Background: an optimization exercise with open tools, aiming at small area and a short achievable clock period. Do not read the settings as production practice.
Function was checked by simulation only, so behaviour that the tests miss may differ from the original.
Power figures rest on the tool's default switching activity, not on a simulated workload.

// SDC_fft
module SDC_fft #(
    parameter width = 12
) (
    input clk, rst_n,
    input signed [width-1:0] R, I,
    output signed [width-1:0] R_out, I_out,
    output done
);
    reg [4:0] count;
    reg done_r;                   
    always @(posedge clk or negedge rst_n) begin
        if (!rst_n) begin
            count <= 0;
            done_r <= 1'b0;
        end else begin
            if (count != 27) count <= count + 1'b1;
            done_r <= count[4] & count[3] & ~count[2] & count[1];    
        end
    end
    assign done = done_r;
    reg [3:0] ph;
    always @(posedge clk or negedge rst_n) begin
        if (!rst_n) ph <= 4'hf;
        else ph <= ph + 1'b1;
    end
    wire [3:0] pn = ph + 1'b1;
    wire [3:0] t1n = pn - 4'd14;        
    wire [3:0] t2n = pn - 4'd11;        
    wire [3:0] e2n = pn - 4'd9, e3n = pn - 4'd14, e4n = pn - 4'd1;
    wire [3:0] e5n = pn - 4'd3, e6n = pn - 4'd5;
    reg [7:0] sel1a, sel1n;       
    reg [3:0] sel2a, sel2b, sel2c, sel2d;
    reg s1bf, s2bf, s3bf, s4bf, s4j, x1, x2;
    always @(posedge clk) begin
        sel1a <= t1n[3] ? 8'd1 : (8'd1 << t1n[2:0]);
        sel1n <= ~(t1n[3] ? 8'd1 : (8'd1 << t1n[2:0]));
        sel2a <= t2n[2] ? (4'd1 << t2n[1:0]) : 4'd1;
        sel2b <= t2n[2] ? (4'd1 << t2n[1:0]) : 4'd1;
        sel2c <= t2n[2] ? (4'd1 << t2n[1:0]) : 4'd1;
        sel2d <= t2n[2] ? (4'd1 << t2n[1:0]) : 4'd1;
        s1bf <= pn[3];
        s2bf <= e2n[2];
        s3bf <= e3n[1];
        s4bf <= e4n[0];
        s4j <= e4n[1];
        x1 <= e5n[2] & ~e5n[1];
        x2 <= e6n[3] & ~e6n[2];
    end
    reg signed [11:0] xr, xi;
    always @(posedge clk) begin
        xr <= R;
        xi <= I;
    end
    reg signed [11:0] d1r [0:5];
    reg signed [11:0] d1i [0:5];
    reg signed [12:0] d1a, d1b;           
    reg [11:0] d1rn, d1in;                
    reg [12:0] d1an, d1bn;                
    reg [21:0] d1rs, d1rc, d1is, d1ic;    
    reg signed [11:0] d1r7, d1i7;
    wire signed [12:0] s1sr = d1r7 + xr, s1dr = d1r7 - xr;
  ...
==> flow/config.mk <==
export PLATFORM = sky130hd
export DESIGN_NAME = SDC_fft
export DESIGN_NICKNAME = SDC_fft
export VERILOG_FILES = /design/flow/design.v
export SDC_FILE = /design/flow/constraint.sdc
export NUM_CORES = 4
export LEC_CHECK = 0
export ABC_CLOCK_PERIOD_IN_PS = 3400
export CAP_MARGIN = 20
export CORE_MARGIN = 2
export CORE_UTILIZATION = 55
export CTS_CLUSTER_DIAMETER = 80
export CTS_CLUSTER_SIZE = 30
export SLEW_MARGIN = 20
export TNS_END_PERCENT = 10
==> flow/constraint.sdc <==
create_clock -name core_clock -period 10.0 [get_ports {clk}]
set_input_delay 2.0000 -clock core_clock [delete_from_list [all_inputs] [get_ports {clk}]]
set_output_delay 2.0000 -clock core_clock [all_outputs]
set_load 0.01 [all_outputs]
standard.sh (not shown) runs the stock make flow with config.mk's settings and CLKGATE_MAP_FILE= SYNTH_SCRIPT=/design/flow/synth_recipe.tcl, a recipe that flattens the netlist after the stock synthesis.
==> flow/flow/run.sh <==
#!/bin/bash
set -o pipefail
export SETUP_SLACK_MARGIN=6.6
bash standard.sh > standard.log 2>&1
Rerun with:
CORE_UTILIZATION = 40   (was 55)
CTS_CLUSTER_DIAMETER = unset   (was 80)
CTS_CLUSTER_SIZE = unset   (was 30)
TNS_END_PERCENT = unset   (was 10)
After rerunning: Final cell count rises by roughly a tenth; clock skew rises by 0.0066 ns; combinational power rises slightly.


run 1:
SDC_fft again, from the RTL that the note above started with.
clock: 10.0 ns
lec_check: 0
abc_clock_period_in_ps: 3400
cap_margin: 20
core_margin: 2
core_utilization: 65
cts_cluster_diameter: 80
cts_cluster_size: 30
slew_margin: 20
tns_end_percent: 10
Scripts as last shown in full above: flow/flow/run.sh
Run 1: PASS, flow complete, no timing, DRC or antenna violations
Inputs modified between run 1 and run 2:
Settings: CTS_CLUSTER_DIAMETER no longer set, was 80; CTS_CLUSTER_SIZE no longer set, was 30; CORE_UTILIZATION now 55, was 65.
Findings:
Run 2 finished every step from synthesis to the final layout, and the layout passed the timing, design-rule and antenna checks. When run 2 is measured against run 1, its layout overhead on the synthesized area turns out 4.6 points higher. Changes observed in run 2 relative to run 1: peak supply drop down 17%; inverter count comparable; routed metal-1 wire length increased by 10% relative to the old numbers; total buffers and inverters traversed by the critical path now sits lower; instance count of the mapped netlist ~0 delta. Run 2 vs run 1, combinational fraction of design power went down by 4.8 points. Run 2 ends up with lower vias per cell than run 1 does. Comparing run 2 against run 1, there is no change at all in number of port buffers. Run 2 vs run 1 on final area: run 2 is the higher one.
Here is what was changed in the inputs of run 3 compared with run 2.
Settings: putting CTS_CLUSTER_SIZE at 36 where nothing was set; putting CTS_CLUSTER_DIAMETER at 90 where nothing was set.
[summary]
Compare run 3 and run 2 | growth of design area from synthesis to finish lower: run 3
The per-cell routed wire length on run 2 is in line with that on run 3.
Cell count of run 3 falls short of that of run 2 slightly.
NOTE routed wire length run 2->run 3 decreased slightly
Run 3 vs run 2, data arrival at the endpoint of the critical path went down by 2550 ps.
For run 4, these inputs were changed with respect to run 3:
Settings: a change of CTS_CLUSTER_SIZE from 36 to 30; a change of CTS_CLUSTER_DIAMETER from 90 to 80.
==> flow/flow/run.sh <==
#!/bin/bash
set -o pipefail
export SETUP_SLACK_MARGIN=6.9
bash standard.sh > standard.log 2>&1
==> notes.md <==
- Core util | run 4 vs run 3 | run 4 higher
- NOTE: upper clock frequency limit in run 4 exceeds that of run 3
- From run 3 to run 4 the numbers moved as follows: internal power contribution saw an increase; part of the power in combinational logic saw a decrease; detailed-route via count saw an increase.


oak:
SDC_fft, a different RTL version from the one above (not shown whole).
For scale: about 4600 cells after synthesis, roughly 850 flip-flops, ~44000 um^2 of cells after synthesis.
## SDC_fft
module SDC_fft #(
    parameter width = 12
) (
    input clk, rst_n,
    input signed [width-1:0] R, I,
    output signed [width-1:0] R_out, I_out,
    output done
);
    reg [4:0] count;
    always @(posedge clk or negedge rst_n) begin
        if (!rst_n) count <= 0;
        else if (count != 27) count <= count + 1'b1;
    end
    assign done = count[4] & count[3] & ~count[2] & count[1] & count[0];
    reg [3:0] ph;
    always @(posedge clk or negedge rst_n) begin
        if (!rst_n) ph <= 4'hf;
        else ph <= ph + 1'b1;
    end
    wire [3:0] pn = ph + 1'b1;
    wire [3:0] t1n = pn - 4'd14;        
    wire [3:0] t2n = pn - 4'd11;        
    wire [3:0] e2n = pn - 4'd9, e3n = pn - 4'd14, e4n = pn - 4'd1;
    wire [3:0] e5n = pn - 4'd3, e6n = pn - 4'd5;
    reg [7:0] sel1a, sel1b, sel1c, sel1d;
    reg [3:0] sel2a, sel2b, sel2c, sel2d;
    reg s1bf, s2bf, s3bf, s4bf, s4j, x1, x2;
    always @(posedge clk) begin
        sel1a <= t1n[3] ? 8'd1 : (8'd1 << t1n[2:0]);
        sel1b <= t1n[3] ? 8'd1 : (8'd1 << t1n[2:0]);
        sel1c <= t1n[3] ? 8'd1 : (8'd1 << t1n[2:0]);
        sel1d <= t1n[3] ? 8'd1 : (8'd1 << t1n[2:0]);
        sel2a <= t2n[2] ? (4'd1 << t2n[1:0]) : 4'd1;
        sel2b <= t2n[2] ? (4'd1 << t2n[1:0]) : 4'd1;
        sel2c <= t2n[2] ? (4'd1 << t2n[1:0]) : 4'd1;
        sel2d <= t2n[2] ? (4'd1 << t2n[1:0]) : 4'd1;
        s1bf <= pn[3];
        s2bf <= e2n[2];
        s3bf <= e3n[1];
        s4bf <= e4n[0];
        s4j <= e4n[1];
  ...
export LEC_CHECK = 0
export ABC_CLOCK_PERIOD_IN_PS = 3400
export CAP_MARGIN = 20
export CORE_MARGIN = 2
export CORE_UTILIZATION = 40
export SLEW_MARGIN = 20
export TNS_END_PERCENT = 10
create_clock -name core_clock -period 10.0 [get_ports {clk}]
==> flow/flow/run.sh <==
#!/bin/bash
set -o pipefail
export SETUP_SLACK_MARGIN=6.6
bash standard.sh > standard.log 2>&1
oak ended with every stage complete and zero timing, DRC or antenna violations.
### oak -> pine
- CORE_UTILIZATION: 40 -> 55
- TNS_END_PERCENT: 10 -> unset
Notes after the runs:
Every run in the comparison, pine and oak, completed the flow with a clean layout. Of pine and oak, the lower share of final-layout standard cells stronger than drive strength 1 belongs to oak. Diff oak -> pine | smallest setup slack after layout | increase of 0.026 ns. Sort pine and oak by TritonCTS buffer count, descending, and oak comes first. Lower met1 track demand over resource among pine and oak: oak. Cell count after placement on pine is down relative to oak. pine against oak: via count picked up an extra 1.5%; headroom to the max-slew limit lost 11 points. The endpoint of the worst setup timing path comes out d1rc[12] in one run and d1rc[11] in the other, namely in oak and pine respectively.

## separate check: timing with driven ports
No port has a modelled driver above. Below, the same layouts with a new extraction and two added sets of constraints. Step 1, drivers: a clkbuf_16 drives clk and a buf_2 each remaining input, both assumed. Step 2 adds t to the input delays and takes it off the output delays; t is the mean of the earliest and latest rising clock arrival at the registers after step 1. Input paths then give back, and output paths get back, about the clock's delay inside the block. a / b / c = ideal ports / drivers / drivers and shift; a / b = the first two.
run	t (ns)	setup slack, ns	hold WS [ns]	worst setup path at the end
the first run of note 1	0.686	6.505 / 6.458 / 6.505	0.331 / 0.331 / 0.331	register to register
the second run of note 1	0.736	6.460 / 6.460 / 6.460	0.313 / 0.313 / 0.313	register to register
run 1	0.667	6.497 / 6.468 / 6.497	0.315 / 0.315 / 0.315	register to register
run 2	0.717	6.491 / 6.434 / 6.491	0.313 / 0.313 / 0.313	register to register
run 3	0.678	6.511 / 6.444 / 6.526	0.325 / 0.325 / 0.325	register to register
run 4	0.688	6.593 / 6.593 / 6.593	0.319 / 0.319 / 0.319	register to register
oak	0.716	6.411 / 6.400 / 6.411	0.284 / 0.284 / 0.284	register to register
pine	0.713	6.436 / 6.383 / 6.436	0.268 / 0.268 / 0.268	register to register
After both steps setup and hold are still met in every run listed.
